This is an optimization exercise on Yosys and OpenROAD, whose aim is a short achievable clock period and few clock cycles per item, not a production implementation.
The RTL was checked by simulation tests, not by an equivalence proof against the original design.
Power is estimated from default activity; no workload was simulated.

// top_RISCV
module top_RISCV #(
    parameter n = 10,
    parameter m = 32
)(
    input wire clk,
    input wire rst,
    output wire [n-1:0] addr,
    output wire [m-1:0] write_data,
    output wire memwr,
    input wire [31:0] read_data,
    output wire [31:0] PC,
    input wire [31:0] instr
);
export LEC_CHECK = 0
export CAP_MARGIN = 20
export CORE_MARGIN = 2
export CORE_UTILIZATION = 35
export SETUP_SLACK_MARGIN = 5
export SLEW_MARGIN = 20
create_clock -name core_clock -period 10.0 [get_ports {clk}]
standard.sh (not shown) runs the stock make flow with config.mk's settings and CLKGATE_MAP_FILE= SYNTH_SCRIPT=/design/flow/synth_recipe.tcl, a recipe that flattens the netlist after the stock synthesis.
==> flow/flow/run.sh <==
#!/bin/bash
# Layout flow: the standard ORFS flow (standard.sh) with these changes:
#  - synthesis maps the logic with abc using flow/abc_fast.script, which maps
#    every path for delay (the standard script recovers area on paths abc
#    thinks are short, which is most of the paths from the input ports),
#    without the slow 4-high-stack gates listed in flow/abc_dont_use.txt;
#  - no full/half adder cells (ADDER_MAP_FILE empty): the adders, written as
#    prefix adders in the RTL, go to abc as plain logic;
#  - repair_timing aims at a tighter setup margin than the 5 ns that the
#    settings list allows, so it keeps working down to a ~3.5 ns period;
#  - the port buffers are buf_4 cells (buffer_ports otherwise picks a
#    clock-delay buffer, which repair may only swap for other delay cells).
# Registers, constraints, floorplan, CTS and routing are standard.sh's.
# make's full output goes to flow_make.log here; ORFS keeps each step's log
# under orfs/logs/.
set -euo pipefail
WD=$(pwd)
MARGIN=${FLOW_SETUP_MARGIN:-6.8}
sed "s|@WD@|$WD|g" flow/synth_wrap.tcl > flow_synth.tcl
grep -q 'SYNTH_SCRIPT=[^ ]*synth_recipe.tcl' standard.sh
grep -q '"${@:-finish}"' standard.sh
sed -e "s|SYNTH_SCRIPT=[^ ]*synth_recipe.tcl|SYNTH_SCRIPT=$WD/flow_synth.tcl|" \
    -e "s|\"\${@:-finish}\"|SETUP_SLACK_MARGIN=${MARGIN} ADDER_MAP_FILE= BUFFER_PORTS_ARGS=\"-buffer_cell sky130_fd_sc_hd__buf_4\" \"\${@:-finish}\"|" \
    standard.sh > flow_standard.sh
grep -q "SETUP_SLACK_MARGIN=${MARGIN} ADDER_MAP_FILE=" flow_standard.sh
grep -q "SYNTH_SCRIPT=$WD/flow_synth.tcl" flow_standard.sh
bash flow_standard.sh "$@" > flow_make.log 2>&1
Other scripts of this flow, unchanged in this note and not shown: flow/flow/abc_dont_use.txt, flow/flow/abc_fast.script, flow/flow/synth_wrap.tcl
The first run finished clean.
Testbench counts at the start, summed over its fixed seeds: cycles 22,016, instrs 21,298.
Next try:
CORE_UTILIZATION = 40   (was 35)
Outcome:
- fmax is about the same
- clock power came out higher by about 3%
- clock-buffer cell count came out higher by 5
- sequential share of layout area came out higher by 0.35 points
- register-to-register slack is about the same
- setup slack gets worse by 0.0097 ns
Next try:
--- a/flow/flow/run.sh
+++ b/flow/flow/run.sh
@@ -17,3 +17,3 @@
 WD=$(pwd)
-MARGIN=${FLOW_SETUP_MARGIN:-6.8}
+MARGIN=${FLOW_SETUP_MARGIN:-6.7}
 sed "s|@WD@|$WD|g" flow/synth_wrap.tcl > flow_synth.tcl
After rerunning: The changed run went through all stages and came out clean; utilization came out lower by 1.3 points; cell area came out lower by a few percent; fmax came out higher slightly; cell count came out lower slightly; area after synthesis is unchanged; combinational power came out lower by a few percent.

========
== run 1 ==
top_RISCV, a different RTL version from the one above (not shown whole).
Size in the first run: ~11000 cells after synthesis, about 140 I/O pins, ~0.081 mm^2 of cells after synthesis.
export LEC_CHECK = 0
export CAP_MARGIN = 20
export CORE_MARGIN = 2
export CORE_UTILIZATION = 40
export SETUP_SLACK_MARGIN = 5
export SLEW_MARGIN = 20
create_clock -name core_clock -period 10.0 [get_ports {clk}]
==> flow/flow/run.sh <==
#!/bin/bash
# Layout flow: the standard ORFS flow (standard.sh) with these changes:
#  - synthesis maps the logic with abc using flow/abc_fast.script, which maps
#    every path for delay (the standard script recovers area on paths abc
#    thinks are short, which is most of the paths from the input ports),
#    without the slow 4-high-stack gates listed in flow/abc_dont_use.txt;
#  - no full/half adder cells (ADDER_MAP_FILE empty): the adders, written as
#    prefix adders in the RTL, go to abc as plain logic;
#  - repair_timing aims at a tighter setup margin than the 5 ns that the
#    settings list allows, so it keeps working down to a ~3.5 ns period;
#  - the port buffers are buf_4 cells (buffer_ports otherwise picks a
#    clock-delay buffer, which repair may only swap for other delay cells).
# Registers, constraints, floorplan, CTS and routing are standard.sh's.
# make's full output goes to flow_make.log here; ORFS keeps each step's log
# under orfs/logs/.
set -euo pipefail
WD=$(pwd)
MARGIN=${FLOW_SETUP_MARGIN:-6.8}
sed "s|@WD@|$WD|g" flow/synth_wrap.tcl > flow_synth.tcl
grep -q 'SYNTH_SCRIPT=[^ ]*synth_recipe.tcl' standard.sh
grep -q '"${@:-finish}"' standard.sh
sed -e "s|SYNTH_SCRIPT=[^ ]*synth_recipe.tcl|SYNTH_SCRIPT=$WD/flow_synth.tcl|" \
    -e "s|\"\${@:-finish}\"|SETUP_SLACK_MARGIN=${MARGIN} ADDER_MAP_FILE= BUFFER_PORTS_ARGS=\"-buffer_cell sky130_fd_sc_hd__buf_4\" \"\${@:-finish}\"|" \
    standard.sh > flow_standard.sh
grep -q "SETUP_SLACK_MARGIN=${MARGIN} ADDER_MAP_FILE=" flow_standard.sh
grep -q "SYNTH_SCRIPT=$WD/flow_synth.tcl" flow_standard.sh
bash flow_standard.sh "$@" > flow_make.log 2>&1
==> flow/flow/abc_fast.script <==
strash
dch -f
map -D 10
buffer -c
topo
stime -c
upsize -c
dnsize -c
Other scripts of this flow, unchanged in this note and not shown: flow/flow/abc_dont_use.txt, flow/flow/synth_wrap.tcl
The final layout from run 1, which completed every stage, passed the timing, design-rule and antenna checks at the end of the flow.
Testbench counts of run 1, summed over its fixed seeds: cycles 22,016, instrs 21,298.
### run 1 -> run 2
- CORE_UTILIZATION: 40 -> 45
Findings:
Total internal power: run 2 better than run 1. Every stage of the flow completed for run 2, and the final layout passed the timing, design-rule and antenna checks. | number of global-route vias before repair | run 2 vs run 1 | about 1.4% lower |. A critical path class of reg -> reg is what run 2 shows, while reg -> out belongs to run 1. Met2 usage in global routing delta for run 2 relative to run 1: 5.2 points higher.
--- input diff run 2..run 3 ---
- changing CORE_UTILIZATION from 45 to 40
==> flow/flow/abc_fast.script <==
strash
dch
map -D 10
buffer -c
topo
stime -c
upsize -c
dnsize -c
## What came out
- Run 3 ran to completion and came out clean on the timing, design-rule and antenna checks.
- Lower achievable frequency was reported by run 2, not run 3.
- Run 3 vs. run 2: area of all placed cells without fillers climbed 0.0013 mm^2; gate count after technology mapping flat; critical path depth lower.
- NOTE: global-route usage in run 3 falls short of that of run 2
- Run 3 leaves more setup margin than run 2.
- In the flow results for run 3 and run 2, the clock network fraction of total power is smaller on run 2.
- In the reports for run 3 and run 2, the smaller period utilization belongs to run 3.
- The per-instance average area after synthesis of run 3 falls short of that of run 2 by about 0.38%.

========
top_RISCV again, from the RTL that the note above started with.
Design top_RISCV, start of the top module:
module top_RISCV #(
    parameter n = 10,
    parameter m = 32
)(
    input wire clk,
    input wire rst,
    output wire [n-1:0] addr,
    output wire [m-1:0] write_data,
    output wire memwr,
    input wire [31:0] read_data,
    output wire [31:0] PC,
    input wire [31:0] instr
);
export LEC_CHECK = 0
export CAP_MARGIN = 20
export CORE_MARGIN = 2
export CORE_UTILIZATION = 40
export SETUP_SLACK_MARGIN = 5
export SLEW_MARGIN = 20
create_clock -name core_clock -period 10.0 [get_ports {clk}]
==> flow/flow/run.sh <==
#!/bin/bash
# Layout flow: the standard ORFS flow (standard.sh) with these changes:
#  - synthesis maps the logic with abc using flow/abc_fast.script, which maps
#    every path for delay (the standard script recovers area on paths abc
#    thinks are short, which is most of the paths from the input ports),
#    without the slow 4-high-stack gates listed in flow/abc_dont_use.txt;
#  - no full/half adder cells (ADDER_MAP_FILE empty): the adders, written as
#    prefix adders in the RTL, go to abc as plain logic;
#  - repair_timing aims at a tighter setup margin than the 5 ns that the
#    settings list allows, so it keeps working down to a ~3.5 ns period;
#  - the port buffers are buf_4 cells (buffer_ports otherwise picks a
#    clock-delay buffer, which repair may only swap for other delay cells).
# Registers, constraints, floorplan, CTS and routing are standard.sh's.
# make's full output goes to flow_make.log here; ORFS keeps each step's log
# under orfs/logs/.
set -euo pipefail
WD=$(pwd)
MARGIN=${FLOW_SETUP_MARGIN:-7.0}
sed "s|@WD@|$WD|g" flow/synth_wrap.tcl > flow_synth.tcl
grep -q 'SYNTH_SCRIPT=[^ ]*synth_recipe.tcl' standard.sh
grep -q '"${@:-finish}"' standard.sh
sed -e "s|SYNTH_SCRIPT=[^ ]*synth_recipe.tcl|SYNTH_SCRIPT=$WD/flow_synth.tcl|" \
    -e "s|\"\${@:-finish}\"|SETUP_SLACK_MARGIN=${MARGIN} ADDER_MAP_FILE= BUFFER_PORTS_ARGS=\"-buffer_cell sky130_fd_sc_hd__buf_4\" \"\${@:-finish}\"|" \
    standard.sh > flow_standard.sh
grep -q "SETUP_SLACK_MARGIN=${MARGIN} ADDER_MAP_FILE=" flow_standard.sh
grep -q "SYNTH_SCRIPT=$WD/flow_synth.tcl" flow_standard.sh
bash flow_standard.sh "$@" > flow_make.log 2>&1
Other scripts of this flow, unchanged in this note and not shown: flow/flow/abc_dont_use.txt, flow/flow/abc_fast.script, flow/flow/synth_wrap.tcl
The baseline finished with timing, DRC and antenna clean.
Testbench counts at the start, summed over its fixed seeds: cycles 22,016, instrs 21,298.
==> next run, changes <==
--- a/flow/flow/run.sh
+++ b/flow/flow/run.sh
@@ -17,3 +17,3 @@
 WD=$(pwd)
-MARGIN=${FLOW_SETUP_MARGIN:-7.0}
+MARGIN=${FLOW_SETUP_MARGIN:-6.7}
 sed "s|@WD@|$WD|g" flow/synth_wrap.tcl > flow_synth.tcl
Effect:
- die area is unchanged
- combinational power falls by about 10%
- power falls by 6.1%
- sequential power barely changes
- register-to-register slack hardly moves
- cell area falls by 11%
- count of clock-buffer cells in the layout stays the same
- sequential share of layout area rises by 3.6 points
- wire length falls by 12%
- worst hold slack hardly moves
- synthesized cell count stays the same
==> next run, changes <==
--- a/flow/flow/run.sh
+++ b/flow/flow/run.sh
@@ -17,3 +17,3 @@
 WD=$(pwd)
-MARGIN=${FLOW_SETUP_MARGIN:-6.7}
+MARGIN=${FLOW_SETUP_MARGIN:-6.5}
 sed "s|@WD@|$WD|g" flow/synth_wrap.tcl > flow_synth.tcl
Effect: The changed run produced a clean layout; non-clock buffer count went down by 120; die area stays the same; worst hold slack hardly moves; final area came out lower by 4.1%; routed wire length falls by 4.5%; via count came out lower by 1.7%; cell count is lower by 0.93%; count of clock-buffer cells in the layout does not change; total power is lower by 2.4%.

========
## run a
top_RISCV again, from the RTL that the note above started with.
==> flow/config.mk <==
export PLATFORM = sky130hd
export DESIGN_NAME = top_RISCV
export DESIGN_NICKNAME = top_RISCV
export VERILOG_FILES = /design/flow/design.v
export SDC_FILE = /design/flow/constraint.sdc
export NUM_CORES = 8
export LEC_CHECK = 0
export CAP_MARGIN = 20
export CORE_MARGIN = 2
export CORE_UTILIZATION = 40
export SETUP_SLACK_MARGIN = 5
export SLEW_MARGIN = 20
==> flow/constraint.sdc <==
create_clock -name core_clock -period 10.0 [get_ports {clk}]
set_input_delay 2.0000 -clock core_clock [delete_from_list [all_inputs] [get_ports {clk}]]
set_output_delay 2.0000 -clock core_clock [all_outputs]
set_load 0.01 [all_outputs]
==> flow/flow/run.sh <==
#!/bin/bash
# Layout flow: the standard ORFS flow (standard.sh) with these changes:
#  - synthesis maps the logic with abc using flow/abc_fast.script, which maps
#    every path for delay (the standard script recovers area on paths abc
#    thinks are short, which is most of the paths from the input ports),
#    without the slow 4-high-stack gates and the weakest (_0, _1) sizes
#    listed in flow/abc_dont_use.txt;
#  - no full/half adder cells (ADDER_MAP_FILE empty): the adders, written as
#    prefix adders in the RTL, go to abc as plain logic;
#  - repair_timing aims at a tighter setup margin than the 5 ns that the
#    settings list allows, so it keeps working down to a ~3.5 ns period;
#  - the port buffers are buf_4 cells (buffer_ports otherwise picks a
#    clock-delay buffer, which repair may only swap for other delay cells).
# Registers, constraints, floorplan, CTS and routing are standard.sh's.
# make's full output goes to flow_make.log here; ORFS keeps each step's log
# under orfs/logs/.
set -euo pipefail
WD=$(pwd)
MARGIN=${FLOW_SETUP_MARGIN:-6.8}
sed "s|@WD@|$WD|g" flow/synth_wrap.tcl > flow_synth.tcl
grep -q 'SYNTH_SCRIPT=[^ ]*synth_recipe.tcl' standard.sh
grep -q '"${@:-finish}"' standard.sh
sed -e "s|SYNTH_SCRIPT=[^ ]*synth_recipe.tcl|SYNTH_SCRIPT=$WD/flow_synth.tcl|" \
    -e "s|\"\${@:-finish}\"|SETUP_SLACK_MARGIN=${MARGIN} ADDER_MAP_FILE= BUFFER_PORTS_ARGS=\"-buffer_cell sky130_fd_sc_hd__buf_4\" \"\${@:-finish}\"|" \
    standard.sh > flow_standard.sh
grep -q "SETUP_SLACK_MARGIN=${MARGIN} ADDER_MAP_FILE=" flow_standard.sh
grep -q "SYNTH_SCRIPT=$WD/flow_synth.tcl" flow_standard.sh
bash flow_standard.sh "$@" > flow_make.log 2>&1
==> flow/flow/abc_dont_use.txt <==
sky130_fd_sc_hd__a2111o_1
sky130_fd_sc_hd__a2111o_2
sky130_fd_sc_hd__a2111o_4
sky130_fd_sc_hd__a2111oi_0
sky130_fd_sc_hd__a2111oi_1
sky130_fd_sc_hd__a2111oi_2
sky130_fd_sc_hd__a2111oi_4
sky130_fd_sc_hd__a211o_1
sky130_fd_sc_hd__a211oi_1
sky130_fd_sc_hd__a21bo_1
sky130_fd_sc_hd__a21boi_0
sky130_fd_sc_hd__a21boi_1
sky130_fd_sc_hd__a21o_1
sky130_fd_sc_hd__a21oi_1
sky130_fd_sc_hd__a221o_1
sky130_fd_sc_hd__a221oi_1
sky130_fd_sc_hd__a222oi_1
sky130_fd_sc_hd__a22o_1
sky130_fd_sc_hd__a22oi_1
sky130_fd_sc_hd__a2bb2o_1
sky130_fd_sc_hd__a2bb2oi_1
sky130_fd_sc_hd__a311o_1
sky130_fd_sc_hd__a311oi_1
sky130_fd_sc_hd__a31o_1
sky130_fd_sc_hd__a31oi_1
sky130_fd_sc_hd__a32o_1
sky130_fd_sc_hd__a32oi_1
sky130_fd_sc_hd__a41o_1
sky130_fd_sc_hd__a41o_2
sky130_fd_sc_hd__a41o_4
sky130_fd_sc_hd__a41oi_1
sky130_fd_sc_hd__a41oi_2
sky130_fd_sc_hd__a41oi_4
sky130_fd_sc_hd__and2_0
sky130_fd_sc_hd__and2_1
sky130_fd_sc_hd__and2b_1
sky130_fd_sc_hd__and3_1
sky130_fd_sc_hd__and3b_1
sky130_fd_sc_hd__and4_1
sky130_fd_sc_hd__and4b_1
sky130_fd_sc_hd__and4bb_1
sky130_fd_sc_hd__fa_1
sky130_fd_sc_hd__fah_1
sky130_fd_sc_hd__fahcin_1
sky130_fd_sc_hd__fahcon_1
sky130_fd_sc_hd__ha_1
sky130_fd_sc_hd__inv_1
sky130_fd_sc_hd__maj3_1
sky130_fd_sc_hd__mux2_1
sky130_fd_sc_hd__mux2i_1
sky130_fd_sc_hd__mux4_1
sky130_fd_sc_hd__nand2_1
sky130_fd_sc_hd__nand2b_1
sky130_fd_sc_hd__nand3_1
sky130_fd_sc_hd__nand3b_1
sky130_fd_sc_hd__nand4_1
sky130_fd_sc_hd__nand4b_1
sky130_fd_sc_hd__nand4bb_1
sky130_fd_sc_hd__nor2_1
sky130_fd_sc_hd__nor2b_1
sky130_fd_sc_hd__nor3_1
sky130_fd_sc_hd__nor3b_1
sky130_fd_sc_hd__nor4_1
sky130_fd_sc_hd__nor4_2
sky130_fd_sc_hd__nor4_4
sky130_fd_sc_hd__nor4b_1
sky130_fd_sc_hd__nor4b_2
sky130_fd_sc_hd__nor4b_4
sky130_fd_sc_hd__nor4bb_1
sky130_fd_sc_hd__nor4bb_2
sky130_fd_sc_hd__nor4bb_4
sky130_fd_sc_hd__o2111a_1
sky130_fd_sc_hd__o2111a_2
sky130_fd_sc_hd__o2111a_4
sky130_fd_sc_hd__o2111ai_1
sky130_fd_sc_hd__o2111ai_2
sky130_fd_sc_hd__o2111ai_4
sky130_fd_sc_hd__o211a_1
sky130_fd_sc_hd__o211ai_1
sky130_fd_sc_hd__o21a_1
sky130_fd_sc_hd__o21ai_0
sky130_fd_sc_hd__o21ai_1
sky130_fd_sc_hd__o21ba_1
sky130_fd_sc_hd__o21bai_1
sky130_fd_sc_hd__o221a_1
sky130_fd_sc_hd__o221ai_1
sky130_fd_sc_hd__o22a_1
sky130_fd_sc_hd__o22ai_1
sky130_fd_sc_hd__o2bb2a_1
sky130_fd_sc_hd__o2bb2ai_1
sky130_fd_sc_hd__o311a_1
sky130_fd_sc_hd__o311ai_0
sky130_fd_sc_hd__o311ai_1
sky130_fd_sc_hd__o31a_1
sky130_fd_sc_hd__o31ai_1
sky130_fd_sc_hd__o32a_1
sky130_fd_sc_hd__o32ai_1
sky130_fd_sc_hd__o41a_1
sky130_fd_sc_hd__o41a_2
sky130_fd_sc_hd__o41a_4
sky130_fd_sc_hd__o41ai_1
sky130_fd_sc_hd__o41ai_2
sky130_fd_sc_hd__o41ai_4
sky130_fd_sc_hd__or2_0
sky130_fd_sc_hd__or2_1
sky130_fd_sc_hd__or2b_1
sky130_fd_sc_hd__or3_1
sky130_fd_sc_hd__or3b_1
sky130_fd_sc_hd__or4_1
sky130_fd_sc_hd__or4_2
sky130_fd_sc_hd__or4_4
sky130_fd_sc_hd__or4b_1
sky130_fd_sc_hd__or4b_2
sky130_fd_sc_hd__or4b_4
sky130_fd_sc_hd__or4bb_1
sky130_fd_sc_hd__or4bb_2
sky130_fd_sc_hd__or4bb_4
sky130_fd_sc_hd__sdlclkp_1
sky130_fd_sc_hd__xnor2_1
sky130_fd_sc_hd__xnor3_1
sky130_fd_sc_hd__xor2_1
sky130_fd_sc_hd__xor3_1
Other scripts of this flow, unchanged in this note and not shown: flow/flow/abc_fast.script, flow/flow/synth_wrap.tcl
Run a was carried through to the last stage, and its layout satisfied the timing, design-rule and antenna checks.
Testbench counts of run a, summed over its fixed seeds: cycles 22,016, instrs 21,298.
Here is what was changed in the inputs of run b compared with run a.
Settings: GPL_ROUTABILITY_DRIVEN newly set to 0.
diff --git a/flow/flow/run.sh b/flow/flow/run.sh
--- a/flow/flow/run.sh
+++ b/flow/flow/run.sh
@@ -4,6 +4,5 @@
 #    every path for delay (the standard script recovers area on paths abc
 #    thinks are short, which is most of the paths from the input ports),
-#    without the slow 4-high-stack gates and the weakest (_0, _1) sizes
-#    listed in flow/abc_dont_use.txt;
+#    without the slow 4-high-stack gates listed in flow/abc_dont_use.txt;
 #  - no full/half adder cells (ADDER_MAP_FILE empty): the adders, written as
 #    prefix adders in the RTL, go to abc as plain logic;
==> flow/flow/abc_dont_use.txt <==
sky130_fd_sc_hd__a2111o_1
sky130_fd_sc_hd__a2111o_2
sky130_fd_sc_hd__a2111o_4
sky130_fd_sc_hd__a2111oi_0
sky130_fd_sc_hd__a2111oi_1
sky130_fd_sc_hd__a2111oi_2
sky130_fd_sc_hd__a2111oi_4
sky130_fd_sc_hd__a41o_1
sky130_fd_sc_hd__a41o_2
sky130_fd_sc_hd__a41o_4
sky130_fd_sc_hd__a41oi_1
sky130_fd_sc_hd__a41oi_2
sky130_fd_sc_hd__a41oi_4
sky130_fd_sc_hd__nor4_1
sky130_fd_sc_hd__nor4_2
sky130_fd_sc_hd__nor4_4
sky130_fd_sc_hd__nor4b_1
sky130_fd_sc_hd__nor4b_2
sky130_fd_sc_hd__nor4b_4
sky130_fd_sc_hd__nor4bb_1
sky130_fd_sc_hd__nor4bb_2
sky130_fd_sc_hd__nor4bb_4
sky130_fd_sc_hd__o2111a_1
sky130_fd_sc_hd__o2111a_2
sky130_fd_sc_hd__o2111a_4
sky130_fd_sc_hd__o2111ai_1
sky130_fd_sc_hd__o2111ai_2
sky130_fd_sc_hd__o2111ai_4
sky130_fd_sc_hd__o41a_1
sky130_fd_sc_hd__o41a_2
sky130_fd_sc_hd__o41a_4
sky130_fd_sc_hd__o41ai_1
sky130_fd_sc_hd__o41ai_2
sky130_fd_sc_hd__o41ai_4
sky130_fd_sc_hd__or4_1
sky130_fd_sc_hd__or4_2
sky130_fd_sc_hd__or4_4
sky130_fd_sc_hd__or4b_1
sky130_fd_sc_hd__or4b_2
sky130_fd_sc_hd__or4b_4
sky130_fd_sc_hd__or4bb_1
sky130_fd_sc_hd__or4bb_2
sky130_fd_sc_hd__or4bb_4
--- outcome ---
Run b vs run a on data arrival time of the worst path: run b is the lower one. Lower placeable core area was reported by run b, not run a. Run a → run b: post-layout minimum cycle time -0.034 ns, average cell area after synthesis fell by 4.0 um^2, synthesized area lost about 20%. Comparing total wire length after detailed routing for run a and run b, the bigger number came from run a. Run b improves on run a in smallest setup slack after layout.

==> separate check: timing with driven ports <==
No port has a modelled driver above. Below, the same layouts with a new extraction and two added sets of constraints.
Step 1: set_driving_cell puts a clkbuf_16 on clk and a buf_2 on each other input, an assumption about the parent block.
Step 2 adds t to the input delays and takes it off the output delays; t is the mean of the earliest and latest rising clock arrival at the registers after step 1. Input paths then give back, and output paths get back, about the clock's delay inside the block.
Three values: ideal ports, drivers, drivers and shift; two values: the first two.
run | t, ns | slack for setup (ns) | clock arrival spread, ns | slew at the worst register clock pin (ns) | worst data-port slew with drivers (ns)
the first run of note 1 | 0.950 | 6.447 / 6.217 / 5.267 | 0.065 / 0.066 | 0.07 / 0.07 | 0.55
the second run of note 1 | 0.934 | 6.437 / 6.340 / 5.521 | 0.043 / 0.044 | 0.07 / 0.07 | 0.36
the third run of note 1 | 0.918 | 6.469 / 6.378 / 5.490 | 0.045 / 0.044 | 0.07 / 0.07 | 0.37
run 1 | 0.934 | 6.456 / 6.170 / 5.235 | 0.086 / 0.087 | 0.07 / 0.07 | 0.46
run 2 | 0.934 | 6.138 / 6.138 / 5.220 | 0.047 / 0.047 | 0.07 / 0.07 | 0.41
run 3 | 0.946 | 6.420 / 6.218 / 5.272 | 0.082 / 0.082 | 0.08 / 0.08 | 0.45
the first run of note 3 | 0.952 | 6.429 / 6.136 / 5.184 | 0.057 / 0.058 | 0.07 / 0.07 | 0.50
the second run of note 3 | 0.932 | 6.424 / 6.159 / 5.227 | 0.048 / 0.047 | 0.07 / 0.07 | 0.51
the third run of note 3 | 0.921 | 6.375 / 6.095 / 5.174 | 0.047 / 0.046 | 0.07 / 0.07 | 0.49
run a | 0.953 | 6.332 / 6.158 / 5.206 | 0.079 / 0.079 | 0.07 / 0.07 | 0.36
run b | 0.931 | 6.367 / 6.227 / 5.296 | 0.066 / 0.066 | 0.07 / 0.07 | 0.47
After both steps setup and hold are still met in every run listed. For the first run of note 3, which loses most, drivers alone change the setup slack by -0.293 ns; drivers and shift together by -1.245 ns.
